What follows belongs to an exercise in optimizing a design on an open flow for small area and a short achievable clock period; a production flow would make more cautious choices.
The RTL was checked by simulation tests, not by an equivalence proof against the original design.
The clock input has no modelled driver; a real chip could not lean on it and would need a root buffer or a full tree.
No activity file was given, so power comes from the tool's default toggle rates.

## flow/design.v

```verilog
module mac5 #(parameter WIDTH=32)
   (input logic [(WIDTH/2)-1:0] a,
    input logic [(WIDTH/2)-1:0] b,
    input logic               clk, reset,
    output logic [WIDTH-1:0]  out);
   logic [15:0] ra;
   logic [7:0] bneg, bone, btwo;
   logic rb15;
   wire [16:0] bx = {b, 1'b0};
   logic f;
   logic q2_0_0;
   logic q2_1_0;
   logic q2_2_0;
   logic q2_3_0;
   logic q2_3_1;
   logic q2_3_2;
   logic q2_4_0;
   logic q2_4_1;
   logic q2_5_0;
   logic q2_5_1;
   logic q2_6_0;
   logic q2_6_1;
   logic q2_7_0;
   logic q2_7_1;
   logic q2_8_0;
   logic q2_8_1;
   logic q2_9_0;
   logic q2_9_1;
   logic q2_10_0;
   logic q2_10_1;
   logic q2_11_0;
   logic q2_11_1;
   logic q2_11_2;
   logic q2_11_3;
   logic q2_12_0;
   logic q2_12_1;
   logic q2_12_2;
   logic q2_13_0;
   logic q2_13_1;
   logic q2_13_2;
   logic q2_14_0;
   logic q2_14_1;
   logic q2_14_2;
   logic q2_15_0;
   logic q2_15_1;
   logic q2_15_2;
   logic q2_16_0;
   logic q2_16_1;
   logic q2_16_2;
   logic q2_16_3;
   logic q2_17_0;
   logic q2_17_1;
   logic q2_17_2;
   logic q2_17_3;
   logic q2_18_0;
   logic q2_18_1;
   logic q2_18_2;
   logic q2_18_3;
   logic q2_19_0;
   logic q2_19_1;
   logic q2_19_2;
   logic q2_19_3;
   logic q2_20_0;
   logic q2_20_1;
   logic q2_20_2;
   logic q2_20_3;
   logic q2_21_0;
   logic q2_21_1;
   logic q2_21_2;
   logic q2_21_3;
   logic q2_22_0;
   logic q2_22_1;
   logic q2_23_0;
   logic q2_23_1;
   logic q2_23_2;
   logic q2_24_0;
   logic q2_24_1;
   logic q2_24_2;
   logic q2_25_0;
   logic q2_25_1;
   logic q2_25_2;
   logic q2_26_0;
   logic q2_26_1;
   logic q2_26_2;
   logic q2_27_0;
   logic q2_27_1;
   logic q2_27_2;
   logic q2_28_0;
   logic q2_29_0;
   logic q2_29_1;
   logic q2_30_0;
   logic q2_30_1;
   logic q2_31_0;
   logic q2_31_1;
   wire p1 = ~(((bone[0] & ra[0])) ^ bneg[0]);
   wire p2 = ~(((bone[0] & ra[1]) | (btwo[0] & ra[0])) ^ bneg[0]);
   wire p3 = ~(((bone[0] & ra[2]) | (btwo[0] & ra[1])) ^ bneg[0]);
   wire p4 = ~(((bone[0] & ra[3]) | (btwo[0] & ra[2])) ^ bneg[0]);
   wire p5 = ~(((bone[0] & ra[4]) | (btwo[0] & ra[3])) ^ bneg[0]);
   wire p6 = ~(((bone[0] & ra[5]) | (btwo[0] & ra[4])) ^ bneg[0]);
   wire p7 = ~(((bone[0] & ra[6]) | (btwo[0] & ra[5])) ^ bneg[0]);
   wire p8 = ~(((bone[0] & ra[7]) | (btwo[0] & ra[6])) ^ bneg[0]);
   wire p9 = ~(((bone[0] & ra[8]) | (btwo[0] & ra[7])) ^ bneg[0]);
   wire p10 = ~(((bone[0] & ra[9]) | (btwo[0] & ra[8])) ^ bneg[0]);
   wire p11 = ~(((bone[0] & ra[10]) | (btwo[0] & ra[9])) ^ bneg[0]);
   wire p12 = ~(((bone[0] & ra[11]) | (btwo[0] & ra[10])) ^ bneg[0]);
   wire p13 = ~(((bone[0] & ra[12]) | (btwo[0] & ra[11])) ^ bneg[0]);
   wire p14 = ~(((bone[0] & ra[13]) | (btwo[0] & ra[12])) ^ bneg[0]);
   wire p15 = ~(((bone[0] & ra[14]) | (btwo[0] & ra[13])) ^ bneg[0]);
   wire p16 = ~(((bone[0] & ra[15]) | (btwo[0] & ra[14])) ^ bneg[0]);
   wire p17 = ~(((btwo[0] & ra[15])) ^ bneg[0]);
   wire p18 = ~bneg[0];
   wire p19 = bneg[0];
   wire p20 = ~(((bone[1] & ra[0])) ^ bneg[1]);
   wire p21 = ~(((bone[1] & ra[1]) | (btwo[1] & ra[0])) ^ bneg[1]);
   wire p22 = ~(((bone[1] & ra[2]) | (btwo[1] & ra[1])) ^ bneg[1]);
   wire p23 = ~(((bone[1] & ra[3]) | (btwo[1] & ra[2])) ^ bneg[1]);
   wire p24 = ~(((bone[1] & ra[4]) | (btwo[1] & ra[3])) ^ bneg[1]);
   wire p25 = ~(((bone[1] & ra[5]) | (btwo[1] & ra[4])) ^ bneg[1]);
   wire p26 = ~(((bone[1] & ra[6]) | (btwo[1] & ra[5])) ^ bneg[1]);
   wire p27 = ~(((bone[1] & ra[7]) | (btwo[1] & ra[6])) ^ bneg[1]);
   wire p28 = ~(((bone[1] & ra[8]) | (btwo[1] & ra[7])) ^ bneg[1]);
   wire p29 = ~(((bone[1] & ra[9]) | (btwo[1] & ra[8])) ^ bneg[1]);
   wire p30 = ~(((bone[1] & ra[10]) | (btwo[1] & ra[9])) ^ bneg[1]);
   wire p31 = ~(((bone[1] & ra[11]) | (btwo[1] & ra[10])) ^ bneg[1]);
   wire p32 = ~(((bone[1] & ra[12]) | (btwo[1] & ra[11])) ^ bneg[1]);
   wire p33 = ~(((bone[1] & ra[13]) | (btwo[1] & ra[12])) ^ bneg[1]);
   wire p34 = ~(((bone[1] & ra[14]) | (btwo[1] & ra[13])) ^ bneg[1]);
   wire p35 = ~(((bone[1] & ra[15]) | (btwo[1] & ra[14])) ^ bneg[1]);
   wire p36 = ~(((btwo[1] & ra[15])) ^ bneg[1]);
   wire p37 = ~bneg[1];
   wire p38 = bneg[1];
   wire p39 = ~(((bone[2] & ra[0])) ^ bneg[2]);
   wire p40 = ~(((bone[2] & ra[1]) | (btwo[2] & ra[0])) ^ bneg[2]);
   wire p41 = ~(((bone[2] & ra[2]) | (btwo[2] & ra[1])) ^ bneg[2]);
   wire p42 = ~(((bone[2] & ra[3]) | (btwo[2] & ra[2])) ^ bneg[2]);
   wire p43 = ~(((bone[2] & ra[4]) | (btwo[2] & ra[3])) ^ bneg[2]);
   wire p44 = ~(((bone[2] & ra[5]) | (btwo[2] & ra[4])) ^ bneg[2]);
   wire p45 = ~(((bone[2] & ra[6]) | (btwo[2] & ra[5])) ^ bneg[2]);
   wire p46 = ~(((bone[2] & ra[7]) | (btwo[2] & ra[6])) ^ bneg[2]);
   wire p47 = ~(((bone[2] & ra[8]) | (btwo[2] & ra[7])) ^ bneg[2]);
   wire p48 = ~(((bone[2] & ra[9]) | (btwo[2] & ra[8])) ^ bneg[2]);
   wire p49 = ~(((bone[2] & ra[10]) | (btwo[2] & ra[9])) ^ bneg[2]);
   wire p50 = ~(((bone[2] & ra[11]) | (btwo[2] & ra[10])) ^ bneg[2]);
   wire p51 = ~(((bone[2] & ra[12]) | (btwo[2] & ra[11])) ^ bneg[2]);
   wire p52 = ~(((bone[2] & ra[13]) | (btwo[2] & ra[12])) ^ bneg[2]);
   wire p53 = ~(((bone[2] & ra[14]) | (btwo[2] & ra[13])) ^ bneg[2]);
   wire p54 = ~(((bone[2] & ra[15]) | (btwo[2] & ra[14])) ^ bneg[2]);
   wire p55 = ~(((btwo[2] & ra[15])) ^ bneg[2]);
   wire p56 = ~bneg[2];
   wire p57 = bneg[2];
   wire p58 = ~(((bone[3] & ra[0])) ^ bneg[3]);
   wire p59 = ~(((bone[3] & ra[1]) | (btwo[3] & ra[0])) ^ bneg[3]);
   wire p60 = ~(((bone[3] & ra[2]) | (btwo[3] & ra[1])) ^ bneg[3]);
   wire p61 = ~(((bone[3] & ra[3]) | (btwo[3] & ra[2])) ^ bneg[3]);
   wire p62 = ~(((bone[3] & ra[4]) | (btwo[3] & ra[3])) ^ bneg[3]);
   wire p63 = ~(((bone[3] & ra[5]) | (btwo[3] & ra[4])) ^ bneg[3]);
   wire p64 = ~(((bone[3] & ra[6]) | (btwo[3] & ra[5])) ^ bneg[3]);
   wire p65 = ~(((bone[3] & ra[7]) | (btwo[3] & ra[6])) ^ bneg[3]);
   wire p66 = ~(((bone[3] & ra[8]) | (btwo[3] & ra[7])) ^ bneg[3]);
   wire p67 = ~(((bone[3] & ra[9]) | (btwo[3] & ra[8])) ^ bneg[3]);
   wire p68 = ~(((bone[3] & ra[10]) | (btwo[3] & ra[9])) ^ bneg[3]);
   wire p69 = ~(((bone[3] & ra[11]) | (btwo[3] & ra[10])) ^ bneg[3]);
   wire p70 = ~(((bone[3] & ra[12]) | (btwo[3] & ra[11])) ^ bneg[3]);
   wire p71 = ~(((bone[3] & ra[13]) | (btwo[3] & ra[12])) ^ bneg[3]);
   wire p72 = ~(((bone[3] & ra[14]) | (btwo[3] & ra[13])) ^ bneg[3]);
   wire p73 = ~(((bone[3] & ra[15]) | (btwo[3] & ra[14])) ^ bneg[3]);
   wire p74 = ~(((btwo[3] & ra[15])) ^ bneg[3]);
   wire p75 = ~bneg[3];
   wire p76 = bneg[3];
   wire p77 = ~(((bone[4] & ra[0])) ^ bneg[4]);
   wire p78 = ~(((bone[4] & ra[1]) | (btwo[4] & ra[0])) ^ bneg[4]);
   wire p79 = ~(((bone[4] & ra[2]) | (btwo[4] & ra[1])) ^ bneg[4]);
   wire p80 = ~(((bone[4] & ra[3]) | (btwo[4] & ra[2])) ^ bneg[4]);
   wire p81 = ~(((bone[4] & ra[4]) | (btwo[4] & ra[3])) ^ bneg[4]);
   wire p82 = ~(((bone[4] & ra[5]) | (btwo[4] & ra[4])) ^ bneg[4]);
   wire p83 = ~(((bone[4] & ra[6]) | (btwo[4] & ra[5])) ^ bneg[4]);
   wire p84 = ~(((bone[4] & ra[7]) | (btwo[4] & ra[6])) ^ bneg[4]);
   wire p85 = ~(((bone[4] & ra[8]) | (btwo[4] & ra[7])) ^ bneg[4]);
   wire p86 = ~(((bone[4] & ra[9]) | (btwo[4] & ra[8])) ^ bneg[4]);
   wire p87 = ~(((bone[4] & ra[10]) | (btwo[4] & ra[9])) ^ bneg[4]);
   wire p88 = ~(((bone[4] & ra[11]) | (btwo[4] & ra[10])) ^ bneg[4]);
   wire p89 = ~(((bone[4] & ra[12]) | (btwo[4] & ra[11])) ^ bneg[4]);
   wire p90 = ~(((bone[4] & ra[13]) | (btwo[4] & ra[12])) ^ bneg[4]);
   wire p91 = ~(((bone[4] & ra[14]) | (btwo[4] & ra[13])) ^ bneg[4]);
   wire p92 = ~(((bone[4] & ra[15]) | (btwo[4] & ra[14])) ^ bneg[4]);
   wire p93 = ~(((btwo[4] & ra[15])) ^ bneg[4]);
   wire p94 = ~bneg[4];
   wire p95 = bneg[4];
   wire p96 = ~(((bone[5] & ra[0])) ^ bneg[5]);
   wire p97 = ~(((bone[5] & ra[1]) | (btwo[5] & ra[0])) ^ bneg[5]);
   wire p98 = ~(((bone[5] & ra[2]) | (btwo[5] & ra[1])) ^ bneg[5]);
   wire p99 = ~(((bone[5] & ra[3]) | (btwo[5] & ra[2])) ^ bneg[5]);
   wire p100 = ~(((bone[5] & ra[4]) | (btwo[5] & ra[3])) ^ bneg[5]);
   wire p101 = ~(((bone[5] & ra[5]) | (btwo[5] & ra[4])) ^ bneg[5]);
   wire p102 = ~(((bone[5] & ra[6]) | (btwo[5] & ra[5])) ^ bneg[5]);
   wire p103 = ~(((bone[5] & ra[7]) | (btwo[5] & ra[6])) ^ bneg[5]);
   wire p104 = ~(((bone[5] & ra[8]) | (btwo[5] & ra[7])) ^ bneg[5]);
   wire p105 = ~(((bone[5] & ra[9]) | (btwo[5] & ra[8])) ^ bneg[5]);
   wire p106 = ~(((bone[5] & ra[10]) | (btwo[5] & ra[9])) ^ bneg[5]);
   wire p107 = ~(((bone[5] & ra[11]) | (btwo[5] & ra[10])) ^ bneg[5]);
   wire p108 = ~(((bone[5] & ra[12]) | (btwo[5] & ra[11])) ^ bneg[5]);
   wire p109 = ~(((bone[5] & ra[13]) | (btwo[5] & ra[12])) ^ bneg[5]);
   wire p110 = ~(((bone[5] & ra[14]) | (btwo[5] & ra[13])) ^ bneg[5]);
   wire p111 = ~(((bone[5] & ra[15]) | (btwo[5] & ra[14])) ^ bneg[5]);
   wire p112 = ~(((btwo[5] & ra[15])) ^ bneg[5]);
   wire p113 = ~bneg[5];
   wire p114 = bneg[5];
   wire p115 = ~(((bone[6] & ra[0])) ^ bneg[6]);
   wire p116 = ~(((bone[6] & ra[1]) | (btwo[6] & ra[0])) ^ bneg[6]);
   wire p117 = ~(((bone[6] & ra[2]) | (btwo[6] & ra[1])) ^ bneg[6]);
   wire p118 = ~(((bone[6] & ra[3]) | (btwo[6] & ra[2])) ^ bneg[6]);
   wire p119 = ~(((bone[6] & ra[4]) | (btwo[6] & ra[3])) ^ bneg[6]);
   wire p120 = ~(((bone[6] & ra[5]) | (btwo[6] & ra[4])) ^ bneg[6]);
   wire p121 = ~(((bone[6] & ra[6]) | (btwo[6] & ra[5])) ^ bneg[6]);
   wire p122 = ~(((bone[6] & ra[7]) | (btwo[6] & ra[6])) ^ bneg[6]);
   wire p123 = ~(((bone[6] & ra[8]) | (btwo[6] & ra[7])) ^ bneg[6]);
   wire p124 = ~(((bone[6] & ra[9]) | (btwo[6] & ra[8])) ^ bneg[6]);
   wire p125 = ~(((bone[6] & ra[10]) | (btwo[6] & ra[9])) ^ bneg[6]);
   wire p126 = ~(((bone[6] & ra[11]) | (btwo[6] & ra[10])) ^ bneg[6]);
   wire p127 = ~(((bone[6] & ra[12]) | (btwo[6] & ra[11])) ^ bneg[6]);
   wire p128 = ~(((bone[6] & ra[13]) | (btwo[6] & ra[12])) ^ bneg[6]);
   wire p129 = ~(((bone[6] & ra[14]) | (btwo[6] & ra[13])) ^ bneg[6]);
   wire p130 = ~(((bone[6] & ra[15]) | (btwo[6] & ra[14])) ^ bneg[6]);
   wire p131 = ~(((btwo[6] & ra[15])) ^ bneg[6]);
   wire p132 = ~bneg[6];
   wire p133 = bneg[6];
   wire p134 = ~(((bone[7] & ra[0])) ^ bneg[7]);
   wire p135 = ~(((bone[7] & ra[1]) | (btwo[7] & ra[0])) ^ bneg[7]);
   wire p136 = ~(((bone[7] & ra[2]) | (btwo[7] & ra[1])) ^ bneg[7]);
   wire p137 = ~(((bone[7] & ra[3]) | (btwo[7] & ra[2])) ^ bneg[7]);
   wire p138 = ~(((bone[7] & ra[4]) | (btwo[7] & ra[3])) ^ bneg[7]);
   wire p139 = ~(((bone[7] & ra[5]) | (btwo[7] & ra[4])) ^ bneg[7]);
   wire p140 = ~(((bone[7] & ra[6]) | (btwo[7] & ra[5])) ^ bneg[7]);
   wire p141 = ~(((bone[7] & ra[7]) | (btwo[7] & ra[6])) ^ bneg[7]);
   wire p142 = ~(((bone[7] & ra[8]) | (btwo[7] & ra[7])) ^ bneg[7]);
   wire p143 = ~(((bone[7] & ra[9]) | (btwo[7] & ra[8])) ^ bneg[7]);
   wire p144 = ~(((bone[7] & ra[10]) | (btwo[7] & ra[9])) ^ bneg[7]);
   wire p145 = ~(((bone[7] & ra[11]) | (btwo[7] & ra[10])) ^ bneg[7]);
   wire p146 = ~(((bone[7] & ra[12]) | (btwo[7] & ra[11])) ^ bneg[7]);
   wire p147 = ~(((bone[7] & ra[13]) | (btwo[7] & ra[12])) ^ bneg[7]);
   wire p148 = ~(((bone[7] & ra[14]) | (btwo[7] & ra[13])) ^ bneg[7]);
   wire p149 = ~(((bone[7] & ra[15]) | (btwo[7] & ra[14])) ^ bneg[7]);
   wire p150 = ~(((btwo[7] & ra[15])) ^ bneg[7]);
   wire p151 = ~bneg[7];
   wire p152 = bneg[7];
   wire p153 = ~(ra[0] & rb15);
   wire p154 = ~(ra[1] & rb15);
   wire p155 = ~(ra[2] & rb15);
   wire p156 = ~(ra[3] & rb15);
   wire p157 = ~(ra[4] & rb15);
   wire p158 = ~(ra[5] & rb15);
   wire p159 = ~(ra[6] & rb15);
   wire p160 = ~(ra[7] & rb15);
   wire p161 = ~(ra[8] & rb15);
   wire p162 = ~(ra[9] & rb15);
   wire p163 = ~(ra[10] & rb15);
   wire p164 = ~(ra[11] & rb15);
   wire p165 = ~(ra[12] & rb15);
   wire p166 = ~(ra[13] & rb15);
   wire p167 = ~(ra[14] & rb15);
   wire p168 = ~(ra[15] & rb15);
   wire p169 = ~(out[0] & f);
   wire p170 = ~(out[1] & f);
   wire p171 = ~(out[2] & f);
   wire p172 = ~(out[3] & f);
   wire p173 = ~(out[4] & f);
   wire p174 = ~(out[5] & f);
   wire p175 = ~(out[6] & f);
   wire p176 = ~(out[7] & f);
   wire p177 = ~(out[8] & f);
   wire p178 = ~(out[9] & f);
   wire p179 = ~(out[10] & f);
   wire p180 = ~(out[11] & f);
   wire p181 = ~(out[12] & f);
   wire p182 = ~(out[13] & f);
   wire p183 = ~(out[14] & f);
   wire p184 = ~(out[15] & f);
   wire p185 = ~(out[16] & f);
   wire p186 = ~(out[17] & f);
   wire p187 = ~(out[18] & f);
   wire p188 = ~(out[19] & f);
   wire p189 = ~(out[20] & f);
   wire p190 = ~(out[21] & f);
   wire p191 = ~(out[22] & f);
   wire p192 = ~(out[23] & f);
   wire p193 = ~(out[24] & f);
   wire p194 = ~(out[25] & f);
   wire p195 = ~(out[26] & f);
   wire p196 = ~(out[27] & f);
   wire p197 = ~(out[28] & f);
   wire p198 = ~(out[29] & f);
   wire p199 = ~(out[30] & f);
   wire p200 = ~(out[31] & f);
   wire p201 = ~p19;
   wire p202 = ~p19;
   wire p203 = ~p189;
   wire p204 = ~p191;
   wire p205 = ~p193;
   wire p206 = ~p195;
   wire p207 = ~p197;
   wire p208 = ~p199;
   wire s209, c210;
   mac5_fa u_s209 (.a(p18), .b(p169), .c(p1), .s(s209), .co(c210));
   wire s211, c212;
   mac5_fa u_s211 (.a(p37), .b(p171), .c(p3), .s(s211), .co(c212));
   wire s213, c214;
   mac5_fa u_s213 (.a(p172), .b(p4), .c(p21), .s(s213), .co(c214));
   wire s215, c216;
   mac5_fa u_s215 (.a(p56), .b(p173), .c(p5), .s(s215), .co(c216));
   wire s217, c218;
   mac5_fa u_s217 (.a(p174), .b(p6), .c(p23), .s(s217), .co(c218));
   wire s219, c220;
   mac5_fa u_s219 (.a(p75), .b(p175), .c(p7), .s(s219), .co(c220));
   wire s221, c222;
   mac5_fa u_s221 (.a(p24), .b(p41), .c(p58), .s(s221), .co(c222));
   wire s223, c224;
   mac5_fa u_s223 (.a(p176), .b(p8), .c(p25), .s(s223), .co(c224));
   wire s225, c226;
   mac5_fa u_s225 (.a(p94), .b(p177), .c(p9), .s(s225), .co(c226));
   wire s227, c228;
   mac5_fa u_s227 (.a(p26), .b(p43), .c(p60), .s(s227), .co(c228));
   wire s229, c230;
   mac5_fa u_s229 (.a(p178), .b(p10), .c(p27), .s(s229), .co(c230));
   wire s231, c232;
   mac5_fa u_s231 (.a(p44), .b(p61), .c(p78), .s(s231), .co(c232));
   wire s233, c234;
   mac5_fa u_s233 (.a(p113), .b(p179), .c(p11), .s(s233), .co(c234));
   wire s235, c236;
   mac5_fa u_s235 (.a(p28), .b(p45), .c(p62), .s(s235), .co(c236));
   wire s237, c238;
   mac5_fa u_s237 (.a(p180), .b(p12), .c(p29), .s(s237), .co(c238));
   wire s239, c240;
   mac5_fa u_s239 (.a(p46), .b(p63), .c(p80), .s(s239), .co(c240));
   wire s241, c242;
   mac5_fa u_s241 (.a(p132), .b(p181), .c(p13), .s(s241), .co(c242));
   wire s243, c244;
   mac5_fa u_s243 (.a(p30), .b(p47), .c(p64), .s(s243), .co(c244));
   wire s245, c246;
   mac5_fa u_s245 (.a(p81), .b(p98), .c(p115), .s(s245), .co(c246));
   wire s247, c248;
   mac5_fa u_s247 (.a(p182), .b(p14), .c(p31), .s(s247), .co(c248));
   wire s249, c250;
   mac5_fa u_s249 (.a(p48), .b(p65), .c(p82), .s(s249), .co(c250));
   wire s251, c252;
   mac5_fa u_s251 (.a(p151), .b(p183), .c(p15), .s(s251), .co(c252));
   wire s253, c254;
   mac5_fa u_s253 (.a(p32), .b(p49), .c(p66), .s(s253), .co(c254));
   wire s255, c256;
   mac5_fa u_s255 (.a(p83), .b(p100), .c(p117), .s(s255), .co(c256));
   wire s257, c258;
   mac5_fa u_s257 (.a(p184), .b(p16), .c(p33), .s(s257), .co(c258));
   wire s259, c260;
   mac5_fa u_s259 (.a(p50), .b(p67), .c(p84), .s(s259), .co(c260));
   wire s261, c262;
   mac5_fa u_s261 (.a(p101), .b(p118), .c(p135), .s(s261), .co(c262));
   wire s263, c264;
   mac5_fa u_s263 (.a(p185), .b(p153), .c(p17), .s(s263), .co(c264));
   wire s265, c266;
   mac5_fa u_s265 (.a(p34), .b(p51), .c(p68), .s(s265), .co(c266));
   wire s267, c268;
   mac5_fa u_s267 (.a(p85), .b(p102), .c(p119), .s(s267), .co(c268));
   wire s269, c270;
   mac5_fa u_s269 (.a(p201), .b(p186), .c(p154), .s(s269), .co(c270));
   wire s271, c272;
   mac5_fa u_s271 (.a(p35), .b(p52), .c(p69), .s(s271), .co(c272));
   wire s273, c274;
   mac5_fa u_s273 (.a(p86), .b(p103), .c(p120), .s(s273), .co(c274));
   wire s275, c276;
   mac5_fa u_s275 (.a(p202), .b(p187), .c(p155), .s(s275), .co(c276));
   wire s277, c278;
   mac5_fa u_s277 (.a(p36), .b(p53), .c(p70), .s(s277), .co(c278));
   wire s279, c280;
   mac5_fa u_s279 (.a(p87), .b(p104), .c(p121), .s(s279), .co(c280));
   wire s281, c282;
   mac5_fa u_s281 (.a(p38), .b(p19), .c(p188), .s(s281), .co(c282));
   wire s283, c284;
   mac5_fa u_s283 (.a(p156), .b(p54), .c(p71), .s(s283), .co(c284));
   wire s285, c286;
   mac5_fa u_s285 (.a(p88), .b(p105), .c(p122), .s(s285), .co(c286));
   wire s287, c288;
   mac5_fa u_s287 (.a(p203), .b(p157), .c(p55), .s(s287), .co(c288));
   wire s289, c290;
   mac5_fa u_s289 (.a(p72), .b(p89), .c(p106), .s(s289), .co(c290));
   wire s291, c292;
   mac5_fa u_s291 (.a(p57), .b(p190), .c(p189), .s(s291), .co(c292));
   wire s293, c294;
   mac5_fa u_s293 (.a(p158), .b(p73), .c(p90), .s(s293), .co(c294));
   wire s295, c296;
   mac5_fa u_s295 (.a(p107), .b(p124), .c(p141), .s(s295), .co(c296));
   wire s297, c298;
   mac5_fa u_s297 (.a(p204), .b(p159), .c(p74), .s(s297), .co(c298));
   wire s299, c300;
   mac5_fa u_s299 (.a(p91), .b(p108), .c(p125), .s(s299), .co(c300));
   wire s301, c302;
   mac5_fa u_s301 (.a(p76), .b(p192), .c(p191), .s(s301), .co(c302));
   wire s303, c304;
   mac5_fa u_s303 (.a(p160), .b(p92), .c(p109), .s(s303), .co(c304));
   wire s305, c306;
   mac5_fa u_s305 (.a(p205), .b(p161), .c(p93), .s(s305), .co(c306));
   wire s307, c308;
   mac5_fa u_s307 (.a(p110), .b(p127), .c(p144), .s(s307), .co(c308));
   wire s309, c310;
   mac5_fa u_s309 (.a(p95), .b(p194), .c(p193), .s(s309), .co(c310));
   wire s311, c312;
   mac5_fa u_s311 (.a(p162), .b(p111), .c(p128), .s(s311), .co(c312));
   wire s313, c314;
   mac5_fa u_s313 (.a(p206), .b(p163), .c(p112), .s(s313), .co(c314));
   wire s315, c316;
   mac5_fa u_s315 (.a(p114), .b(p196), .c(p195), .s(s315), .co(c316));
   wire s317, c318;
   mac5_fa u_s317 (.a(p164), .b(p130), .c(p147), .s(s317), .co(c318));
   wire s319, c320;
   mac5_fa u_s319 (.a(p207), .b(p165), .c(p131), .s(s319), .co(c320));
   wire s321, c322;
   mac5_fa u_s321 (.a(p133), .b(p198), .c(p197), .s(s321), .co(c322));
   wire s323, c324;
   mac5_fa u_s323 (.a(p208), .b(p167), .c(p150), .s(s323), .co(c324));
   wire s325, c326;
   mac5_fa u_s325 (.a(p152), .b(p200), .c(p199), .s(s325), .co(c326));
   wire s327, c328;
   mac5_fa u_s327 (.a(p170), .b(p2), .c(c210), .s(s327), .co(c328));
   wire s329, c330;
   mac5_fa u_s329 (.a(p22), .b(p39), .c(c214), .s(s329), .co(c330));
   wire s331, c332;
   mac5_fa u_s331 (.a(p40), .b(c216), .c(s217), .s(s331), .co(c332));
   wire s333, c334;
   mac5_fa u_s333 (.a(c218), .b(s219), .c(s221), .s(s333), .co(c334));
   wire s335, c336;
   mac5_fa u_s335 (.a(p42), .b(p59), .c(c220), .s(s335), .co(c336));
   wire s337, c338;
   mac5_fa u_s337 (.a(p77), .b(c224), .c(s225), .s(s337), .co(c338));
   wire s339, c340;
   mac5_fa u_s339 (.a(c226), .b(c228), .c(s229), .s(s339), .co(c340));
   wire s341, c342;
   mac5_fa u_s341 (.a(p79), .b(p96), .c(c230), .s(s341), .co(c342));
   wire s343, c344;
   mac5_fa u_s343 (.a(c232), .b(s233), .c(s235), .s(s343), .co(c344));
   wire s345, c346;
   mac5_fa u_s345 (.a(p97), .b(c234), .c(c236), .s(s345), .co(c346));
   wire s347, c348;
   mac5_fa u_s347 (.a(c238), .b(c240), .c(s241), .s(s347), .co(c348));
   wire s349, c350;
   mac5_fa u_s349 (.a(p99), .b(p116), .c(c242), .s(s349), .co(c350));
   wire s351, c352;
   mac5_fa u_s351 (.a(c244), .b(c246), .c(s247), .s(s351), .co(c352));
   wire s353, c354;
   mac5_fa u_s353 (.a(p134), .b(c248), .c(c250), .s(s353), .co(c354));
   wire s355, c356;
   mac5_fa u_s355 (.a(s251), .b(s253), .c(s255), .s(s355), .co(c356));
   wire s357, c358;
   mac5_fa u_s357 (.a(c252), .b(c254), .c(c256), .s(s357), .co(c358));
   wire s359, c360;
   mac5_fa u_s359 (.a(s257), .b(s259), .c(s261), .s(s359), .co(c360));
   wire s361, c362;
   mac5_fa u_s361 (.a(p136), .b(c258), .c(c260), .s(s361), .co(c362));
   wire s363, c364;
   mac5_fa u_s363 (.a(c262), .b(s263), .c(s265), .s(s363), .co(c364));
   wire s365, c366;
   mac5_fa u_s365 (.a(p137), .b(s269), .c(c264), .s(s365), .co(c366));
   wire s367, c368;
   mac5_fa u_s367 (.a(c266), .b(c268), .c(s271), .s(s367), .co(c368));
   wire s369, c370;
   mac5_fa u_s369 (.a(p138), .b(c270), .c(s275), .s(s369), .co(c370));
   wire s371, c372;
   mac5_fa u_s371 (.a(c272), .b(c274), .c(s277), .s(s371), .co(c372));
   wire s373, c374;
   mac5_fa u_s373 (.a(p139), .b(s281), .c(c276), .s(s373), .co(c374));
   wire s375, c376;
   mac5_fa u_s375 (.a(c278), .b(c280), .c(s283), .s(s375), .co(c376));
   wire s377, c378;
   mac5_fa u_s377 (.a(c282), .b(p123), .c(p140), .s(s377), .co(c378));
   wire s379, c380;
   mac5_fa u_s379 (.a(c284), .b(c286), .c(s287), .s(s379), .co(c380));
   wire s381, c382;
   mac5_fa u_s381 (.a(s291), .b(c288), .c(c290), .s(s381), .co(c382));
   wire s383, c384;
   mac5_fa u_s383 (.a(c292), .b(p142), .c(c294), .s(s383), .co(c384));
   wire s385, c386;
   mac5_fa u_s385 (.a(c296), .b(s297), .c(s299), .s(s385), .co(c386));
   wire s387, c388;
   mac5_fa u_s387 (.a(p126), .b(p143), .c(s301), .s(s387), .co(c388));
   wire s389, c390;
   mac5_fa u_s389 (.a(c298), .b(c300), .c(s303), .s(s389), .co(c390));
   wire s391, c392;
   mac5_fa u_s391 (.a(c302), .b(c304), .c(s305), .s(s391), .co(c392));
   wire s393, c394;
   mac5_fa u_s393 (.a(p145), .b(s309), .c(c306), .s(s393), .co(c394));
   wire s395, c396;
   mac5_fa u_s395 (.a(c310), .b(p129), .c(p146), .s(s395), .co(c396));
   wire s397, c398;
   mac5_fa u_s397 (.a(s315), .b(c314), .c(s317), .s(s397), .co(c398));
   wire s399, c400;
   mac5_fa u_s399 (.a(c316), .b(p148), .c(c318), .s(s399), .co(c400));
   wire s401, c402;
   mac5_fa u_s401 (.a(p166), .b(p149), .c(s321), .s(s401), .co(c402));
   wire s403, c404;
   mac5_fa u_s403 (.a(p168), .b(s325), .c(c324), .s(s403), .co(c404));
   wire s405, c406;
   mac5_fa u_s405 (.a(p20), .b(s211), .c(c328), .s(s405), .co(c406));
   wire s407, c408;
   mac5_fa u_s407 (.a(c222), .b(s223), .c(s335), .s(s407), .co(c408));
   wire s409, c410;
   mac5_fa u_s409 (.a(s227), .b(c336), .c(s337), .s(s409), .co(c410));
   wire s411, c412;
   mac5_fa u_s411 (.a(s231), .b(c338), .c(s339), .s(s411), .co(c412));
   wire s413, c414;
   mac5_fa u_s413 (.a(s341), .b(c340), .c(s343), .s(s413), .co(c414));
   wire s415, c416;
   mac5_fa u_s415 (.a(s237), .b(s239), .c(c342), .s(s415), .co(c416));
   wire s417, c418;
   mac5_fa u_s417 (.a(s243), .b(s245), .c(c346), .s(s417), .co(c418));
   wire s419, c420;
   mac5_fa u_s419 (.a(s249), .b(s349), .c(c348), .s(s419), .co(c420));
   wire s421, c422;
   mac5_fa u_s421 (.a(c350), .b(s353), .c(c352), .s(s421), .co(c422));
   wire s423, c424;
   mac5_fa u_s423 (.a(c354), .b(s357), .c(c356), .s(s423), .co(c424));
   wire s425, c426;
   mac5_fa u_s425 (.a(s267), .b(c358), .c(s361), .s(s425), .co(c426));
   wire s427, c428;
   mac5_fa u_s427 (.a(s273), .b(c362), .c(s365), .s(s427), .co(c428));
   wire s429, c430;
   mac5_fa u_s429 (.a(s279), .b(s369), .c(c366), .s(s429), .co(c430));
   wire s431, c432;
   mac5_fa u_s431 (.a(s285), .b(c370), .c(s373), .s(s431), .co(c432));
   wire s433, c434;
   mac5_fa u_s433 (.a(s377), .b(s289), .c(c374), .s(s433), .co(c434));
   wire s435, c436;
   mac5_fa u_s435 (.a(c378), .b(s293), .c(s295), .s(s435), .co(c436));
   wire s437, c438;
   mac5_fa u_s437 (.a(c382), .b(s383), .c(s385), .s(s437), .co(c438));
   wire s439, c440;
   mac5_fa u_s439 (.a(s387), .b(c384), .c(c386), .s(s439), .co(c440));
   wire s441, c442;
   mac5_fa u_s441 (.a(c388), .b(s307), .c(c390), .s(s441), .co(c442));
   wire s443, c444;
   mac5_fa u_s443 (.a(c308), .b(s311), .c(s393), .s(s443), .co(c444));
   wire s445, c446;
   mac5_fa u_s445 (.a(c312), .b(s395), .c(s313), .s(s445), .co(c446));
   wire s447, c448;
   mac5_fa u_s447 (.a(s319), .b(s399), .c(c398), .s(s447), .co(c448));
   wire s449, c450;
   mac5_fa u_s449 (.a(c320), .b(s401), .c(c400), .s(s449), .co(c450));
   wire s451, c452;
   mac5_fa u_s451 (.a(c322), .b(c402), .c(s323), .s(s451), .co(c452));
   wire s453, c454;
   mac5_xn u_s453 (.a(q2_11_0), .b(q2_11_1), .y(s453));
   mac5_or u_c454 (.a(q2_11_0), .b(q2_11_1), .y(c454));
   wire s455, c456;
   mac5_xn u_s455 (.a(q2_12_0), .b(q2_12_1), .y(s455));
   mac5_or u_c456 (.a(q2_12_0), .b(q2_12_1), .y(c456));
   wire s457, c458;
   mac5_xn u_s457 (.a(q2_13_0), .b(q2_13_1), .y(s457));
   mac5_or u_c458 (.a(q2_13_0), .b(q2_13_1), .y(c458));
   wire s459, c460;
   mac5_xn u_s459 (.a(q2_14_0), .b(q2_14_1), .y(s459));
   mac5_or u_c460 (.a(q2_14_0), .b(q2_14_1), .y(c460));
   wire s461, c462;
   mac5_xn u_s461 (.a(q2_15_0), .b(q2_15_1), .y(s461));
   mac5_or u_c462 (.a(q2_15_0), .b(q2_15_1), .y(c462));
   wire s463, c464;
   mac5_fa u_s463 (.a(q2_16_0), .b(q2_16_1), .c(q2_16_2), .s(s463), .co(c464));
   wire s465, c466;
   mac5_fa u_s465 (.a(q2_17_0), .b(q2_17_1), .c(q2_17_2), .s(s465), .co(c466));
   wire s467, c468;
   mac5_fa u_s467 (.a(q2_18_0), .b(q2_18_1), .c(q2_18_2), .s(s467), .co(c468));
   wire s469, c470;
   mac5_fa u_s469 (.a(q2_19_0), .b(q2_19_1), .c(q2_19_2), .s(s469), .co(c470));
   wire s471, c472;
   mac5_fa u_s471 (.a(q2_20_0), .b(q2_20_1), .c(q2_20_2), .s(s471), .co(c472));
   wire s473, c474;
   mac5_fa u_s473 (.a(q2_21_0), .b(q2_21_1), .c(q2_21_2), .s(s473), .co(c474));
   wire s475, c476;
   mac5_xn u_s475 (.a(q2_3_0), .b(q2_3_1), .y(s475));
   mac5_or u_c476 (.a(q2_3_0), .b(q2_3_1), .y(c476));
   wire s477, c478;
   mac5_xn u_s477 (.a(q2_4_0), .b(q2_4_1), .y(s477));
   mac5_or u_c478 (.a(q2_4_0), .b(q2_4_1), .y(c478));
   wire s479, c480;
   mac5_xn u_s479 (.a(q2_5_0), .b(q2_5_1), .y(s479));
   mac5_or u_c480 (.a(q2_5_0), .b(q2_5_1), .y(c480));
   wire s481, c482;
   mac5_xn u_s481 (.a(q2_6_0), .b(q2_6_1), .y(s481));
   mac5_or u_c482 (.a(q2_6_0), .b(q2_6_1), .y(c482));
   wire s483, c484;
   mac5_xn u_s483 (.a(q2_7_0), .b(q2_7_1), .y(s483));
   mac5_or u_c484 (.a(q2_7_0), .b(q2_7_1), .y(c484));
   wire s485, c486;
   mac5_xn u_s485 (.a(q2_8_0), .b(q2_8_1), .y(s485));
   mac5_or u_c486 (.a(q2_8_0), .b(q2_8_1), .y(c486));
   wire s487, c488;
   mac5_xn u_s487 (.a(q2_9_0), .b(q2_9_1), .y(s487));
   mac5_or u_c488 (.a(q2_9_0), .b(q2_9_1), .y(c488));
   wire s489, c490;
   mac5_xn u_s489 (.a(q2_10_0), .b(q2_10_1), .y(s489));
   mac5_or u_c490 (.a(q2_10_0), .b(q2_10_1), .y(c490));
   wire s491, c492;
   mac5_fa u_s491 (.a(q2_11_2), .b(q2_11_3), .c(s453), .s(s491), .co(c492));
   wire s493, c494;
   mac5_fa u_s493 (.a(q2_12_2), .b(s455), .c(c454), .s(s493), .co(c494));
   wire s495, c496;
   mac5_fa u_s495 (.a(q2_13_2), .b(s457), .c(c456), .s(s495), .co(c496));
   wire s497, c498;
   mac5_fa u_s497 (.a(q2_14_2), .b(s459), .c(c458), .s(s497), .co(c498));
   wire s499, c500;
   mac5_fa u_s499 (.a(q2_15_2), .b(s461), .c(c460), .s(s499), .co(c500));
   wire s501, c502;
   mac5_fa u_s501 (.a(q2_16_3), .b(c462), .c(s463), .s(s501), .co(c502));
   wire s503, c504;
   mac5_fa u_s503 (.a(q2_17_3), .b(c464), .c(s465), .s(s503), .co(c504));
   wire s505, c506;
   mac5_fa u_s505 (.a(q2_18_3), .b(c466), .c(s467), .s(s505), .co(c506));
   wire s507, c508;
   mac5_fa u_s507 (.a(q2_19_3), .b(c468), .c(s469), .s(s507), .co(c508));
   wire s509, c510;
   mac5_fa u_s509 (.a(q2_20_3), .b(c470), .c(s471), .s(s509), .co(c510));
   wire s511, c512;
   mac5_fa u_s511 (.a(q2_21_3), .b(c472), .c(s473), .s(s511), .co(c512));
   wire s513, c514;
   mac5_fa u_s513 (.a(q2_22_0), .b(q2_22_1), .c(c474), .s(s513), .co(c514));
   wire s515, c516;
   mac5_fa u_s515 (.a(q2_23_0), .b(q2_23_1), .c(q2_23_2), .s(s515), .co(c516));
   wire s517, c518;
   mac5_fa u_s517 (.a(q2_24_0), .b(q2_24_1), .c(q2_24_2), .s(s517), .co(c518));
   wire s519, c520;
   mac5_fa u_s519 (.a(q2_25_0), .b(q2_25_1), .c(q2_25_2), .s(s519), .co(c520));
   wire s521, c522;
   mac5_fa u_s521 (.a(q2_26_0), .b(q2_26_1), .c(q2_26_2), .s(s521), .co(c522));
   wire s523, c524;
   mac5_fa u_s523 (.a(q2_27_0), .b(q2_27_1), .c(q2_27_2), .s(s523), .co(c524));
   wire [31:0] sx = {q2_31_0, q2_30_0, q2_29_0, q2_28_0, s523, s521, s519, s517, s515, s513, s511, s509, s507, s505, s503, s501, s499, s497, s495, s493, s491, s489, s487, s485, s483, s481, s479, s477, s475, q2_2_0, q2_1_0, q2_0_0};
   wire [31:0] sy = {q2_31_1, q2_30_1, q2_29_1, c524, c522, c520, c518, c516, c514, c512, c510, c508, c506, c504, c502, c500, c498, c496, c494, c492, c490, c488, c486, c484, c482, c480, c478, c476, q2_3_2, 1'b1, 1'b1, 1'b1};
   wire [31:0] sp = sx ^ sy, sg = sx & sy;
   wire lG1 = sg[0] | (sp[0] & 1'b1);
   wire lG2 = sg[2] | (sp[2] & sg[1]);
   wire lP2 = sp[2] & sp[1];
   wire lG3 = sg[4] | (sp[4] & sg[3]);
   wire lP3 = sp[4] & sp[3];
   wire lG4 = sg[6] | (sp[6] & sg[5]);
   wire lP4 = sp[6] & sp[5];
   wire lG5 = sg[1] | (sp[1] & lG1);
   wire lG6 = lG2 | (lP2 & lG1);
   wire lG7 = sg[5] | (sp[5] & lG3);
   wire lP7 = sp[5] & lP3;
   wire lG8 = lG4 | (lP4 & lG3);
   wire lP8 = lP4 & lP3;
   wire lG9 = sg[3] | (sp[3] & lG6);
   wire lG10 = lG3 | (lP3 & lG6);
   wire lG11 = lG7 | (lP7 & lG6);
   wire lG12 = lG8 | (lP8 & lG6);
   wire lG13 = sg[7] | (sp[7] & lG12);
   logic q3_lo0;
   logic q3_lo1;
   logic q3_lo2;
   logic q3_lo3;
   logic q3_lo4;
   logic q3_lo5;
   logic q3_lo6;
   logic q3_lo7;
   logic q3_ck;
   logic [31:8] q3_p, q3_g;
   wire hG1 = q3_g[8] | (q3_p[8] & q3_ck);
   wire hG2 = q3_g[10] | (q3_p[10] & q3_g[9]);
   wire hP2 = q3_p[10] & q3_p[9];
   wire hG3 = q3_g[12] | (q3_p[12] & q3_g[11]);
   wire hP3 = q3_p[12] & q3_p[11];
   wire hG4 = q3_g[14] | (q3_p[14] & q3_g[13]);
   wire hP4 = q3_p[14] & q3_p[13];
   wire hG5 = q3_g[16] | (q3_p[16] & q3_g[15]);
   wire hP5 = q3_p[16] & q3_p[15];
   wire hG6 = q3_g[18] | (q3_p[18] & q3_g[17]);
   wire hP6 = q3_p[18] & q3_p[17];
   wire hG7 = q3_g[20] | (q3_p[20] & q3_g[19]);
   wire hP7 = q3_p[20] & q3_p[19];
   wire hG8 = q3_g[22] | (q3_p[22] & q3_g[21]);
   wire hP8 = q3_p[22] & q3_p[21];
   wire hG9 = q3_g[24] | (q3_p[24] & q3_g[23]);
   wire hP9 = q3_p[24] & q3_p[23];
   wire hG10 = q3_g[26] | (q3_p[26] & q3_g[25]);
   wire hP10 = q3_p[26] & q3_p[25];
   wire hG11 = q3_g[28] | (q3_p[28] & q3_g[27]);
   wire hP11 = q3_p[28] & q3_p[27];
   wire hG12 = q3_g[30] | (q3_p[30] & q3_g[29]);
   wire hP12 = q3_p[30] & q3_p[29];
   wire hG13 = q3_g[9] | (q3_p[9] & hG1);
   wire hG14 = hG2 | (hP2 & hG1);
   wire hG15 = q3_g[13] | (q3_p[13] & hG3);
   wire hP15 = q3_p[13] & hP3;
   wire hG16 = hG4 | (hP4 & hG3);
   wire hP16 = hP4 & hP3;
   wire hG17 = q3_g[17] | (q3_p[17] & hG5);
   wire hP17 = q3_p[17] & hP5;
   wire hG18 = hG6 | (hP6 & hG5);
   wire hP18 = hP6 & hP5;
   wire hG19 = q3_g[21] | (q3_p[21] & hG7);
   wire hP19 = q3_p[21] & hP7;
   wire hG20 = hG8 | (hP8 & hG7);
   wire hP20 = hP8 & hP7;
   wire hG21 = q3_g[25] | (q3_p[25] & hG9);
   wire hP21 = q3_p[25] & hP9;
   wire hG22 = hG10 | (hP10 & hG9);
   wire hP22 = hP10 & hP9;
   wire hG23 = q3_g[29] | (q3_p[29] & hG11);
   wire hP23 = q3_p[29] & hP11;
   wire hG24 = hG12 | (hP12 & hG11);
   wire hP24 = hP12 & hP11;
   wire hG25 = q3_g[11] | (q3_p[11] & hG14);
   wire hG26 = hG3 | (hP3 & hG14);
   wire hG27 = hG15 | (hP15 & hG14);
   wire hG28 = hG16 | (hP16 & hG14);
   wire hG29 = q3_g[19] | (q3_p[19] & hG18);
   wire hP29 = q3_p[19] & hP18;
   wire hG30 = hG7 | (hP7 & hG18);
   wire hP30 = hP7 & hP18;
   wire hG31 = hG19 | (hP19 & hG18);
   wire hP31 = hP19 & hP18;
   wire hG32 = hG20 | (hP20 & hG18);
   wire hP32 = hP20 & hP18;
   wire hG33 = q3_g[27] | (q3_p[27] & hG22);
   wire hP33 = q3_p[27] & hP22;
   wire hG34 = hG11 | (hP11 & hG22);
   wire hP34 = hP11 & hP22;
   wire hG35 = hG23 | (hP23 & hG22);
   wire hP35 = hP23 & hP22;
   wire hG36 = hG24 | (hP24 & hG22);
   wire hP36 = hP24 & hP22;
   wire hG37 = q3_g[15] | (q3_p[15] & hG28);
   wire hG38 = hG5 | (hP5 & hG28);
   wire hG39 = hG17 | (hP17 & hG28);
   wire hG40 = hG18 | (hP18 & hG28);
   wire hG41 = hG29 | (hP29 & hG28);
   wire hG42 = hG30 | (hP30 & hG28);
   wire hG43 = hG31 | (hP31 & hG28);
   wire hG44 = hG32 | (hP32 & hG28);
   wire hG45 = q3_g[31] | (q3_p[31] & hG36);
   wire hP45 = q3_p[31] & hP36;
   wire hG46 = q3_g[23] | (q3_p[23] & hG44);
   wire hG47 = hG9 | (hP9 & hG44);
   wire hG48 = hG21 | (hP21 & hG44);
   wire hG49 = hG22 | (hP22 & hG44);
   wire hG50 = hG33 | (hP33 & hG44);
   wire hG51 = hG34 | (hP34 & hG44);
   wire hG52 = hG35 | (hP35 & hG44);
   wire hG53 = hG36 | (hP36 & hG44);
   wire hG54 = hG45 | (hP45 & hG44);
   wire [31:0] nsum = {~(q3_p[31] ^ hG53), ~(q3_p[30] ^ hG52), ~(q3_p[29] ^ hG51), ~(q3_p[28] ^ hG50), ~(q3_p[27] ^ hG49), ~(q3_p[26] ^ hG48), ~(q3_p[25] ^ hG47), ~(q3_p[24] ^ hG46), ~(q3_p[23] ^ hG44), ~(q3_p[22] ^ hG43), ~(q3_p[21] ^ hG42), ~(q3_p[20] ^ hG41), ~(q3_p[19] ^ hG40), ~(q3_p[18] ^ hG39), ~(q3_p[17] ^ hG38), ~(q3_p[16] ^ hG37), ~(q3_p[15] ^ hG28), ~(q3_p[14] ^ hG27), ~(q3_p[13] ^ hG26), ~(q3_p[12] ^ hG25), ~(q3_p[11] ^ hG14), ~(q3_p[10] ^ hG13), ~(q3_p[9] ^ hG1), ~(q3_p[8] ^ q3_ck), q3_lo7, q3_lo6, q3_lo5, q3_lo4, q3_lo3, q3_lo2, q3_lo1, q3_lo0};
   always @(posedge clk) begin
      q3_lo0 <= ~(sp[0] ^ 1'b1);
      q3_lo1 <= ~(sp[1] ^ lG1);
      q3_lo2 <= ~(sp[2] ^ lG5);
      q3_lo3 <= ~(sp[3] ^ lG6);
      q3_lo4 <= ~(sp[4] ^ lG9);
      q3_lo5 <= ~(sp[5] ^ lG10);
      q3_lo6 <= ~(sp[6] ^ lG11);
      q3_lo7 <= ~(sp[7] ^ lG12);
      q3_ck <= lG13;
      q3_p <= sp[31:8];
      q3_g <= sg[31:8];
   end
   always @(posedge clk or negedge reset)
     if (!reset) f <= 1'b0;
     else f <= 1'b1;
   always @(posedge clk) begin
      ra <= a;
      bneg[0] <= bx[2];
      bone[0] <= bx[1] ^ bx[0];
      btwo[0] <= (bx[2] & ~bx[1] & ~bx[0]) | (~bx[2] & bx[1] & bx[0]);
      bneg[1] <= bx[4];
      bone[1] <= bx[3] ^ bx[2];
      btwo[1] <= (bx[4] & ~bx[3] & ~bx[2]) | (~bx[4] & bx[3] & bx[2]);
      bneg[2] <= bx[6];
      bone[2] <= bx[5] ^ bx[4];
      btwo[2] <= (bx[6] & ~bx[5] & ~bx[4]) | (~bx[6] & bx[5] & bx[4]);
      bneg[3] <= bx[8];
      bone[3] <= bx[7] ^ bx[6];
      btwo[3] <= (bx[8] & ~bx[7] & ~bx[6]) | (~bx[8] & bx[7] & bx[6]);
      bneg[4] <= bx[10];
      bone[4] <= bx[9] ^ bx[8];
      btwo[4] <= (bx[10] & ~bx[9] & ~bx[8]) | (~bx[10] & bx[9] & bx[8]);
      bneg[5] <= bx[12];
      bone[5] <= bx[11] ^ bx[10];
      btwo[5] <= (bx[12] & ~bx[11] & ~bx[10]) | (~bx[12] & bx[11] & bx[10]);
      bneg[6] <= bx[14];
      bone[6] <= bx[13] ^ bx[12];
      btwo[6] <= (bx[14] & ~bx[13] & ~bx[12]) | (~bx[14] & bx[13] & bx[12]);
      bneg[7] <= bx[16];
      bone[7] <= bx[15] ^ bx[14];
      btwo[7] <= (bx[16] & ~bx[15] & ~bx[14]) | (~bx[16] & bx[15] & bx[14]);
      rb15 <= b[15];
      q2_0_0 <= s209;
      q2_1_0 <= s327;
      q2_2_0 <= s405;
      q2_3_0 <= c212;
      q2_3_1 <= s213;
      q2_3_2 <= c406;
      q2_4_0 <= s215;
      q2_4_1 <= s329;
      q2_5_0 <= c330;
      q2_5_1 <= s331;
      q2_6_0 <= c332;
      q2_6_1 <= s333;
      q2_7_0 <= s407;
      q2_7_1 <= c334;
      q2_8_0 <= s409;
      q2_8_1 <= c408;
      q2_9_0 <= s411;
      q2_9_1 <= c410;
      q2_10_0 <= s413;
      q2_10_1 <= c412;
      q2_11_0 <= s415;
      q2_11_1 <= s345;
      q2_11_2 <= c344;
      q2_11_3 <= c414;
      q2_12_0 <= s417;
      q2_12_1 <= s347;
      q2_12_2 <= c416;
      q2_13_0 <= s419;
      q2_13_1 <= s351;
      q2_13_2 <= c418;
      q2_14_0 <= s421;
      q2_14_1 <= s355;
      q2_14_2 <= c420;
      q2_15_0 <= s423;
      q2_15_1 <= s359;
      q2_15_2 <= c422;
      q2_16_0 <= s425;
      q2_16_1 <= c360;
      q2_16_2 <= s363;
      q2_16_3 <= c424;
      q2_17_0 <= s427;
      q2_17_1 <= c364;
      q2_17_2 <= s367;
      q2_17_3 <= c426;
      q2_18_0 <= s429;
      q2_18_1 <= c368;
      q2_18_2 <= s371;
      q2_18_3 <= c428;
      q2_19_0 <= s431;
      q2_19_1 <= c372;
      q2_19_2 <= s375;
      q2_19_3 <= c430;
      q2_20_0 <= s433;
      q2_20_1 <= c376;
      q2_20_2 <= s379;
      q2_20_3 <= c432;
      q2_21_0 <= s435;
      q2_21_1 <= s381;
      q2_21_2 <= c380;
      q2_21_3 <= c434;
      q2_22_0 <= s437;
      q2_22_1 <= c436;
      q2_23_0 <= s439;
      q2_23_1 <= s389;
      q2_23_2 <= c438;
      q2_24_0 <= s441;
      q2_24_1 <= s391;
      q2_24_2 <= c440;
      q2_25_0 <= s443;
      q2_25_1 <= c392;
      q2_25_2 <= c442;
      q2_26_0 <= s445;
      q2_26_1 <= c394;
      q2_26_2 <= c444;
      q2_27_0 <= c396;
      q2_27_1 <= s397;
      q2_27_2 <= c446;
      q2_28_0 <= s447;
      q2_29_0 <= s449;
      q2_29_1 <= c448;
      q2_30_0 <= s451;
      q2_30_1 <= c450;
      q2_31_0 <= s403;
      q2_31_1 <= c452;
      out <= nsum;
   end
endmodule
module mac5_fa (input logic a, b, c, output logic s, co);
   assign s = a ^ b ^ c;
   assign co = (a & b) | (a & c) | (b & c);
endmodule
module mac5_xn (input logic a, b, output logic y);
   assign y = ~(a ^ b);
endmodule
module mac5_or (input logic a, b, output logic y);
   assign y = a | b;
endmodule
```

## flow/flow/run.sh

```bash
#!/bin/bash
# Standard layout (bash standard.sh) with: port buffers of a plain buffer cell,
# sizing not held to the cells' footprints, a clock tree without dummy loads,
# and the root clock buffer removed after CTS, so that the clock port drives the two buffers below it (clock_root.tcl).
# Each tool's output goes to its own log here and under orfs/logs.
set -e
ARGS=(MATCH_CELL_FOOTPRINT=0
  BUFFER_PORTS_ARGS="-buffer_cell sky130_fd_sc_hd__buf_1"
  CTS_ARGS="-sink_clustering_enable -repair_clock_nets -dont_use_dummy_load -sink_clustering_size 30 -sink_clustering_max_diameter 60")
bash standard.sh "${ARGS[@]}" cts > standard_cts.log 2>&1
CTS_DB=$PWD/orfs/results/sky130hd/mac5/base/4_cts.odb openroad -no_init -exit flow/clock_root.tcl > flatten_clock.log 2>&1
bash standard.sh "${ARGS[@]}" finish > standard.log 2>&1
```

## flow/flow/clock_root.tcl

```tcl
set db_file $::env(CTS_DB)
read_db $db_file
set block [ord::get_db_block]
set clk_net [$block findNet clk]
set roots {}
foreach it [$clk_net getITerms] { lappend roots [$it getInst] }
foreach root $roots {
  set rout [[$root findITerm X] getNet]
  set sinks {}
  foreach it [$rout getITerms] { if {[$it getInst] ne $root} { lappend sinks $it } }
  puts "removing root [$root getName] ([llength $sinks] sinks)"
  foreach it $sinks { $it disconnect; $it connect $clk_net }
  [$root findITerm A] disconnect
  [$root findITerm X] disconnect
  odb::dbInst_destroy $root
  odb::dbNet_destroy $rout
}
set n 0
foreach it [$clk_net getITerms] { incr n }
puts "clock port now drives $n cell pins"
write_db $db_file
```

## flow/standard.sh

```bash
#!/bin/bash
# synth_recipe.tcl (not shown) runs the flow's synth.tcl, then flattens the netlist and writes it again
# the make line also repeats each setting of config.mk as NAME=value (left out here)
make -C /OpenROAD-flow-scripts/flow DESIGN_CONFIG=/design/flow/config.mk WORK_HOME=/design/flow/orfs CLKGATE_MAP_FILE= SYNTH_SCRIPT=/design/flow/synth_recipe.tcl "${@:-finish}"
```

## flow/config.mk

```make
export PLATFORM = sky130hd
export DESIGN_NAME = mac5
export DESIGN_NICKNAME = mac5
export VERILOG_FILES = /design/flow/design.v
export SDC_FILE = /design/flow/constraint.sdc
export NUM_CORES = 4
export LEC_CHECK = 0
export ABC_CLOCK_PERIOD_IN_PS = 1000
export CAP_MARGIN = 20
export CORE_MARGIN = 2
export CORE_UTILIZATION = 40
export SETUP_SLACK_MARGIN = 4.65
export SLEW_MARGIN = 20
export SYNTH_HIERARCHICAL = 1
export SYNTH_MINIMUM_KEEP_SIZE = 0
```

## flow/constraint.sdc

```tcl
create_clock -name core_clock -period 7.0 [get_ports {clk}]
set_input_delay 1.4000 -clock core_clock [delete_from_list [all_inputs] [get_ports {clk}]]
set_output_delay 1.4000 -clock core_clock [all_outputs]
set_load 0.01 [all_outputs]
```

==> summary.md, run 1 <==
| Metric | Value |
|---|---|
| Outcome | `timing/DRC/antenna clean` |
| Critical path's slowest cell | `fa_1` |
| First drt pass iteration count | `6` |
| I/O Buffers | `65` |
| Buf/Inv on CP | `1` |
| Worst setup path start | `btwo[0]` |
| FF-to-FF Start | `btwo[0]` |
| Initial Util | `40.9%` |
| DR WL met2 | `11,900 µm` |
| Largest net degree at the start of global routing | `33` |
| Worst clock skew | `0.0389 ns` |
| Crit-path leading delay family | `adder cells` |
| Slowest cell delay on critical path | `0.54 ns` |
| DRC | `0` |
| Max Fclk | `416 MHz` |
| Finished Layout Cells | `1,426` |
| Met3 WL | `2090 µm` |
| WL met1 | `11,900 µm` |
| CP cell instances | `clkbuf_4, a22oi_1, xnor2_1, fa_2, fa_1, fa_1` |
| DP Cell Count | `1,345` |
| Core area | `27,900 µm²` |
| DRT antenna net count | `0` |
| Synth cell types | `48` |
| Critical path type | `register to register` |
| RSZ-0062 raised after global routing | `true` |
| CP most frequent cell | `fa_1` |
| Grt ovf | `0` |
| Nets | `1,263` |
| First-pass GRT wire length | `40,900 µm` |
| Reg2reg path depth | `6` |
| Min-Delay Path Depth | `0` |
| Chip width | `173 µm` |
| CTS clk-pin slew, worst paths | `0.09 ns` |
| Global Route Usage Sum | `17.2%` |
| Antenna diodes | `0` |
| Clock Sinks | `213` |
| Post-Syn Instances | `978` |
| HP Start | `q3_lo5` |
| Routed wire length | `26,100 µm` |
| Maximum VDD drop | `0.178 mV` |
| Sequential fraction of the synthesis area | `37.3%` |
| Clk Latency, worst-skew pair | `0.36 ns` |
| Chip height | `173 µm` |
| Crit end category | `register` |
| Hold Vio Cnt, Final | `0` |
| LEAKAGE | `5.12 nW` |
| CTS Hold Bufs | `0` |
| Worst slack, placed | `4.07 ns` |
| Pwr Density | `413 nW/µm²` |
| Die footprint | `30,000 µm²` |
| Hold Crit Class | `register to register` |
| Yosys reg bits | `213` |
| CP Data Arrival Time | `2.64 ns` |
| Gpl congestion | `0.866` |
| Avg Cell Area, Syn | `11.7 µm²` |
| Detail Placement HPWL | `18,200 µm` |
| Hold_ws | `0.328 ns` |
| Number of flops mapped to enable cells by yosys | `0` |
| Syn Std Cell Area | `11,400 µm²` |
| R2r endpoint | `q2_16_0` |
| Final Setup Violations | `0` |
| Top_reg_cell synth | `dfxtp_1` |
| Fin crit period | `2.40 ns` |
| Post-synth ARST share | `0.469%` |
| Initial antenna violation count | `0` |
| DR iter-0 viols | `663` |
| Vias/cell | `5.05` |
| Reg-to-reg slack, setup | `4.60 ns` |
| Area growth syn-to-layout | `17.1%` |
| Final worst slack | `4.60 ns` |
| Hold Path Sink | `out[5]` |
| Vias after detailed routing | `7,199` |
| Post-route setup TNS | `0 ns` |
| Number of global-route vias before repair | `7,331` |
| Period utilization | `34.3%` |
| Worst-path fanout max | `5` |
| Syn nets | `1,191` |
| Std cell rows | `61` |
| Final Slew Violations | `0` |
| CP Launch Type | `register` |
| Share of layout cells above drive strength 1 | `23.0%` |
| MaxCap Viol Count | `0` |
| I/O pins | `66` |
| Req. time, crit path | `7.24 ns` |
| Wire per inst | `18.3 µm` |
| Ys Warns | `7` |
| Max layer used | `met4` |
-- logic make-up after synthesis --
| kind of cell | share of synthesized area [%] |
|---|---|
| adder cells (fa/ha/maj) | 29.2 |
| other | 0.0328 |
| flip-flops | 37.3 |
| AO/OA/AOI/OAI | 10.7 |
| XOR/XNOR | 13.3 |
| AND/OR/NAND/NOR | 5.83 |
| buffers and inverters | 3.46 |
| multiplexers | 0.186 |
-- sequential cells by signal, summed over array words and instances, names as in the netlist, 8 cells and up --
register and cells:
out 32, q3_g 23, btwo 8, q3_p 24, ra 16, bone 8
bneg 8
-- worst max-delay path by stage --
stage | slack, ns | endpoint | cells past startpoint
6_report | 4.60 | q2_16_0 | 6
5_1_grt | 4.51 | q2_16_0 | 6
4_1_cts | 4.62 | out[0] | 1
3_5_place_dp | 4.07 | q2_22_0 | 5
3_3_place_gp | 4.15 | q2_28_0 | 5
2_1_floorplan | 4.63 | q2_15_0 | 7
-- per-module statistics from Yosys, one instance, submodules excluded --
module | times used | flops+latches | cells inside | area, µm²
mac5 | 1 | 213 | 807 | 8340
mac5_xn | 13 | 0 | 1 | 8.76
mac5_or | 13 | 0 | 1 | 6.26
mac5_fa | 145 | 0 | 1 | 20.0
-- Yosys cell counts (all sizes together) (7+ instances only) --
library cell  number  share of area, %
dfxtp            212                37
buf                8              0.27
fa               146                26
a21oi             11              0.48
xnor2            156                12
nand2b            13              0.71
nand2             69               2.3
a22oi            120               7.9
or2               17              0.95
clkbuf            69               2.3
nor2              14              0.46
nand3b             7              0.46
xor2              18               1.4
inv               28              0.92
ha                33               3.6
o21ai             12              0.56
-- stage by stage --
| stage | total power, mW | cell area, µm² | util, % |
|---|---|---|---|
| finish | 5.53 | 13400 | 47.9 |
| global route | 6.11 | 13400 | 47.9 |
| CTS | 5.60 | 12900 | 46.3 |
| detailed placement | 4.61 | 11900 | 42.7 |
| global placement | 4.51 | 11900 | 42.7 |
| floorplan | 3.89 | 11700 | - |
-- layout by cell type (no fill, tap or decap), drive strengths merged, types with 2 or more instances in the layout --
| cell | n |
|---|---|
| nand2b | 13 |
| nand3b | 7 |
| a311oi | 3 |
| and3 | 3 |
| nand2 | 69 |
| fa | 146 |
| xnor2 | 156 |
| xor2 | 18 |
| nor4b | 2 |
| a22oi | 120 |
| nor3 | 4 |
| nor2b | 3 |
| o21a | 3 |
| o211ai | 4 |
| nor2 | 14 |
| or2 | 17 |
| a21oi | 11 |
| clkbuf | 27 |
| a21o | 5 |
| o21ai | 12 |
| dfxtp | 212 |
| ha | 33 |
| inv | 28 |
| nand3 | 3 |
| buf | 120 |
-- cell type report --
cell class / instances / area (µm²)
clock buffer: 15 / 375
fill: 2632 / 14500
inverter: 28 / 135
multi-input combinational: 660 / 6990
sequential: 213 / 4430
tap: 378 / 473
timing repair buffer: 132 / 991
-- report_power, final --
group | internal (mW) | switching [mW]
Combinational | 1.29 | 1.25
Clock | 0.381 | 0.374
Sequential | 1.85 | 0.386
Total | 3.52 | 2.01
-- what timing repair did --
| item | 4_1_cts | 5_1_grt |
|---|---|---|
| setup buffers | 28 | 38 |
| endpoints found under the setup margin | 96 | 31 |
| gates resized for setup | 193 | 36 |
| gates cloned | 0 | 0 |
| pin swaps | 0 | 12 |
-- metal layers --
layer,global-route usage [%],vias to the layer above
li1,-,3356
met1,24.7,3555
met2,27.0,270
met3,3.63,18
met4,3.25,0
met5,0,-
==> run 2: changes to the inputs <==
==> flow/flow/run.sh (replaced) <==
#!/bin/bash
# Standard layout (bash standard.sh) with: port buffers of a plain buffer cell;
# sizing not held to the cells' footprints; a fanout limit of 9 for the
# placement repair step (fanout.tcl); a clock tree without dummy loads; and
# the root clock buffer removed after CTS (clock_root.tcl), so that the clock
# port drives the two buffers below it. Each tool's output goes to its own log
# here and under orfs/logs.
set -e
ARGS=(MATCH_CELL_FOOTPRINT=0
  BUFFER_PORTS_ARGS="-buffer_cell sky130_fd_sc_hd__buf_1"
  PRE_RESIZE_TCL=$PWD/flow/fanout.tcl
  CTS_ARGS="-sink_clustering_enable -repair_clock_nets -dont_use_dummy_load -sink_clustering_size 30 -sink_clustering_max_diameter 60")
bash standard.sh "${ARGS[@]}" cts > standard_cts.log 2>&1
CTS_DB=$PWD/orfs/results/sky130hd/mac5/base/4_cts.odb openroad -no_init -exit flow/clock_root.tcl > clock_root.log 2>&1
bash standard.sh "${ARGS[@]}" finish > standard.log 2>&1
==> flow/flow/fanout.tcl (new file) <==
set_max_fanout 9 [current_design]
--- a/flow/config.mk
+++ b/flow/config.mk
@@ -11,3 +11,3 @@
 export CORE_UTILIZATION = 40
-export SETUP_SLACK_MARGIN = 4.65
+export SETUP_SLACK_MARGIN = 4.6
 export SLEW_MARGIN = 20
==> summary.md, run 2 <==
| Metric | Value |
|---|---|
| Nets | `1,322` |
| P_int | `3.56 mW` |
| CP Data Arrival Time | `2.81 ns` |
| Initial antenna violation count | `2` |
| Detail Placement HPWL | `21,600 µm` |
| Sequential fraction of the synthesis area | `37.3%` |
| Routed wire length | `28,300 µm` |
| Number of flops mapped to enable cells by yosys | `0` |
| Post-synth top area cell | `dfxtp_1` |
| Hold Crit Class | `register to register` |
| Wire per inst | `19.1 µm` |
| Max Fclk | `391 MHz` |
| Chip width | `173 µm` |
| First-pass GRT wire length | `44,600 µm` |
| Outcome | `timing/DRC/antenna clean` |
| Final Slew Violations | `0` |
| Area contributors post-synth | `dfxtp_1 37%, fa_1 26%, xnor2_1 12%, a22oi_1 7.9%, ha_1 3.6%` |
| Pwr Density | `400 nW/µm²` |
| Syn nets | `1,191` |
| Syn Std Cell Area | `11,400 µm²` |
| CTS clk-pin slew, worst paths | `0.09 ns` |
| Ys Warns | `7` |
| Share of layout cells above drive strength 1 | `28.0%` |
| Clk Latency, worst-skew pair | `0.39 ns` |
| Final worst slack | `4.44 ns` |
| Synth top cells by count | `212 x dfxtp_1, 156 x xnor2_1, 146 x fa_1` |
| Initial Util | `40.9%` |
| Worst-path fanout max | `9` |
| Met2 usage | `30.0%` |
| Critical path type | `register to register` |
| Std cell rows | `61` |
| Top_reg_cell synth | `dfxtp_1` |
| DP Area | `12,800 µm²` |
| Post-Syn Instances | `978` |
| LEAKAGE | `5.48 nW` |
| First drt pass iteration count | `5` |
| Busiest metal layer after global routing | `met2` |
| Number of global-route vias before repair | `8,128` |
| I/O pins | `66` |
| Gate power share | `46.6%` |
| CP Launch Type | `register` |
| Crit end category | `register` |
| Vias/cell | `5.20` |
| Top-area cell type share of the netlist area | `37.1%` |
| Hold Vio Cnt, Final | `0` |
| Switching Power | `2.06 mW` |
| I/O Buffers | `65` |
| Maximum VDD drop | `0.200 mV` |
| Most frequent cells in the layout | `181 x dfxtp_1, 137 x xnor2_1, 104 x fa_1` |
==> run 2: cell counts after synthesis <==
No cell type changed its count.
==> run 2: per-stage QoR <==
stage	hold WS [ns]	power (mW)	util (%)
detailed placement	0.312	4.68	45.7
global route	0.309	6.22	50.2
finish	0.295	5.62	50.2
CTS	0.295	5.68	48.9
floorplan	0.310	3.88	-
global placement	0.310	4.52	42.6
==> run 2: layout make-up <==
class	instances	area, µm²	area share, %
antenna	1	2.50	0.0178
clock buffer	17	425	3.03
inverter	28	115	0.820
multi-input combinational	660	7210	51.4
sequential	213	4320	30.8
tap	378	473	3.37
timing repair buffer	189	1490	10.6
==> run 2: routing by layer <==
layer / wire, µm / vias up / share of wire (%)
li1: - / 3483 / -
met2: 12700 / 364 / 45
met5: 13 / - / 0.046
met3: 2580 / 89 / 9.1
met1: 12000 / 3790 / 42
met4: 1020 / 2 / 3.6
==> run 2: modules after synthesis (local to each module, per instance) <==
module   flops+latches  times used  cells  area (µm²)
mac5_xn              0          13      1        8.76
mac5               213           1    807        8340
mac5_or              0          13      1        6.26
mac5_fa              0         145      1        20.0
==> run 2: worst max-delay path, cell delays in order (launching register included) <==
cell      delay (ns)
dfxtp_2         0.39
inv_2           0.08
clkbuf_4        0.24
xnor2_2         0.26
fa_1            0.48
fa_2            0.56
fa_2            0.42
==> run 2: repair_timing <==
action                                  in CTS  in global routing
endpoints found under the setup margin     105                 32
gates resized for setup                    528                 85
gates cloned                                 0                  1
hold buffers                                 0                  0
pin swaps                                   43                 33
setup buffers                               15                 20
==> run 2: power groups by stage <==
| stage | clock [mW] | combinational, mW | sequential, mW |
|---|---|---|---|
| floorplan | 0 | 1.73 | 2.15 |
| detailed placement | 0 | 2.49 | 2.19 |
| CTS | 0.892 | 2.61 | 2.17 |
| global placement | 0 | 2.27 | 2.25 |
| global route | 0.900 | 3.08 | 2.24 |
| finish | 0.828 | 2.62 | 2.17 |
==> run 2: path summary, 6_finish.rpt <==
path                            startpoint      end  slack [ns]  depth (start not counted)
worst max-delay path               bneg[3]  q2_22_0        4.44                          6
worst min-delay path                q3_lo0   out[0]        0.30                          0
worst max register to register     bneg[3]  q2_22_0        4.44                          6
worst min register to register      q3_lo0   out[0]        0.30                          0
max in group asynchronous            reset        f        6.10                          1
min in group asynchronous            reset        f        0.80                          1
==> run 2: cells by family (layout without fill, tap and decap cells) <==
family          count (synthesis)  count (layout)  share of synthesized area (%)
other cells                     1               2                         0.0328
flops                         213             213                           37.3
buf+inv                       105             234                           3.46
xor+xnor                      174             174                           13.3
simple gates                  138             138                           5.83
compound gates                166             166                           10.7
mux                             2               2                          0.186
fa+ha+maj                     179             179                           29.2

-- static timing again, ports no longer ideal --
The flow's constraints put no driver on any port. The routed layouts listed below were extracted and timed again, unchanged, in two steps. Step 1 assumes that a clkbuf_16 drives the clock port and a buf_2 every other input. Step 2 moves the port delays by t, midway between the first and last clock arrival at a register: inputs arrive t later, outputs are due t later. That takes back most of the time a late clock gives input paths. a / b / c = ideal / step 1 / step 2; a / b = the first two.
run	t (ns)	setup WS [ns]	worst register clock-pin slew, ns
run 1	0.403	4.596 / 4.596 / 4.596	0.09 / 0.09
run 2	0.411	4.443 / 4.443 / 4.443	0.09 / 0.09
After both steps setup and hold are still met in every run listed.
